From an optimization exercise on the open Yosys and OpenROAD flow, aimed at small area; shortcuts taken in it are not production practice. The RTL was checked by simulation tests, not by an equivalence proof against the original design. Power is estimated from default activity; no workload was simulated.

== v49 ==
## cpu_top
module cpu_top(
  input         clk_i,
  input         rst_n_i,
  input         wr_en_i,
  input  [31:0] instr_i,
  input  [31:0] mem_rdata_i,
  output [31:0] pc_o,
  output [31:0] mem_addr_o,
  output        mem_rd_o,
  output [31:0] alu_result_o,
  output        z_flag_o
);
Size: about 2900 cells after synthesis, about 1100 flip-flops, about 46000 um2 of cells after synthesis.
==> flow/config.mk <==
export PLATFORM = sky130hd
export DESIGN_NAME = cpu_top
export DESIGN_NICKNAME = cpu_top
export VERILOG_FILES = /design/flow/design.v
export SDC_FILE = /design/flow/constraint.sdc
export NUM_CORES = 4
export LEC_CHECK = 0
export CAP_MARGIN = 20
export CORE_MARGIN = 2
export CORE_UTILIZATION = 40
export PLACE_DENSITY = 0.55
export SETUP_SLACK_MARGIN = 0.2
export SLEW_MARGIN = 20
export SYNTH_HIERARCHICAL = 1
==> flow/constraint.sdc <==
create_clock -name core_clock -period 14.0 [get_ports {clk_i}]
set_input_delay 2.8000 -clock core_clock [delete_from_list [all_inputs] [get_ports {clk_i}]]
set_output_delay 2.8000 -clock core_clock [all_outputs]
set_load 0.01 [all_outputs]
standard.sh (not shown) runs the stock make flow with config.mk's settings and CLKGATE_MAP_FILE= SYNTH_SCRIPT=/design/flow/synth_recipe.tcl, a recipe that flattens the netlist after the stock synthesis.
==> flow/flow/run.sh <==
#!/bin/bash
# Own layout flow: the standard ORFS flow (standard.sh, with the standard
# synthesis), changed only through ORFS's own variables:
#  - port buffers use the smallest buffer cell instead of the default,
#  - clock tree synthesis inserts no dummy loads and uses clkbuf_4 with
#    smaller sink clusters,

# Each tool's full output is in ORFS's logs under orfs/logs/; make's own
# output is in flow_make.log in this folder.
set -euo pipefail
cd "$(dirname "$0")/.."

export BUFFER_PORTS_ARGS="-buffer_cell sky130_fd_sc_hd__buf_1"
export CTS_ARGS="-sink_clustering_enable -repair_clock_nets -dont_use_dummy_load -buf_list sky130_fd_sc_hd__clkbuf_4 -sink_clustering_size 10 -sink_clustering_max_diameter 45"

bash standard.sh > flow_make.log 2>&1
--- input diff v49..v21 ---
--- a/flow/flow/run.sh
+++ b/flow/flow/run.sh
@@ -12,5 +12,5 @@
 
 export BUFFER_PORTS_ARGS="-buffer_cell sky130_fd_sc_hd__buf_1"
-export CTS_ARGS="-sink_clustering_enable -repair_clock_nets -dont_use_dummy_load -buf_list sky130_fd_sc_hd__clkbuf_4 -sink_clustering_size 10 -sink_clustering_max_diameter 45"
+export CTS_ARGS="-sink_clustering_enable -repair_clock_nets -dont_use_dummy_load -buf_list sky130_fd_sc_hd__clkbuf_4 -sink_clustering_size 9 -sink_clustering_max_diameter 45"
 
 bash standard.sh > flow_make.log 2>&1
--- outcome ---
v21 went all the way through the flow, and no timing, DRC or antenna check failed.
Shortest clock period the worst path allows after layout (v21 over v49): increase, 0.056 ns
Any difference in global-route wire length before repair between v21 and v49 is small enough to ignore.
Pin count of the biggest net entering global routing: v21 vs v49 identical
Status: sequential fraction of total cell area parity (v49, v21)
In v21 the clock buffer instance count of the final layout turned out 5.6% higher than in v49.
Compared v21 against v49; combinational power within noise.
Wire length: v21 vs v49, no meaningful difference
Diff v49 and v21: clock network fraction of design power lower in v49
v21 -> v49: finished layout cell area flat
For the fraction of the cycle the final worst path needs, v21 came in 0.40 points higher than v49 did.
> inputs changed (v21 -> v54)
# v21
export LEC_CHECK = 0
export CAP_MARGIN = 20
export CORE_MARGIN = 2
export CORE_UTILIZATION = 40
export PLACE_DENSITY = 0.55
export SETUP_SLACK_MARGIN = 0.2
export SLEW_MARGIN = 20
export SYNTH_HIERARCHICAL = 1
create_clock -name core_clock -period 14.0 [get_ports {clk_i}]
# v54
export LEC_CHECK = 0
export CAP_MARGIN = 20
export CORE_MARGIN = 2
export CORE_UTILIZATION = 40
export PLACE_DENSITY = 0.55
export SETUP_SLACK_MARGIN = 0.1
export SLEW_MARGIN = 20
export SYNTH_HIERARCHICAL = 1
create_clock -name core_clock -period 14.0 [get_ports {clk_i}]
==> results.txt <==
Both conditions hold for v54: the flow ran to the end and the final layout passed the timing, design-rule and antenna checks.
Diff v21 -> v54: worst voltage drop across the vdd grid held steady; total power held steady; synthesized instance count held steady.

[re-timing with driven ports]
Ports are ideal in the flow. The routed layouts listed here were re-timed in OpenROAD. Step 1: set_driving_cell puts a clkbuf_16 on clk_i and a buf_2 on each other input, an assumption about the parent block. Step 2 adds t to the input delays and takes it off the output delays; t is the mean of the earliest and latest rising clock arrival at the registers after step 1. Input paths then give back, and output paths get back, about the clock's delay inside the block. Three values: no drivers, after step 1, after step 2; two values: the first two.
run | t, ns | setup slack, ns | hold WS [ns] | worst setup path after step 2 | worst data-port slew with drivers (ns)
v49 | 1.094 | 0.535 / 0.506 / 0.506 | 0.473 / 0.473 / 0.473 | input to output | 0.07
v21 | 1.127 | 0.479 / 0.450 / 0.450 | 0.472 / 0.472 / 0.472 | input to output | 0.06
v54 | 1.127 | 0.479 / 0.450 / 0.450 | 0.472 / 0.472 / 0.472 | input to output | 0.06
After both steps every run listed still meets setup and hold.
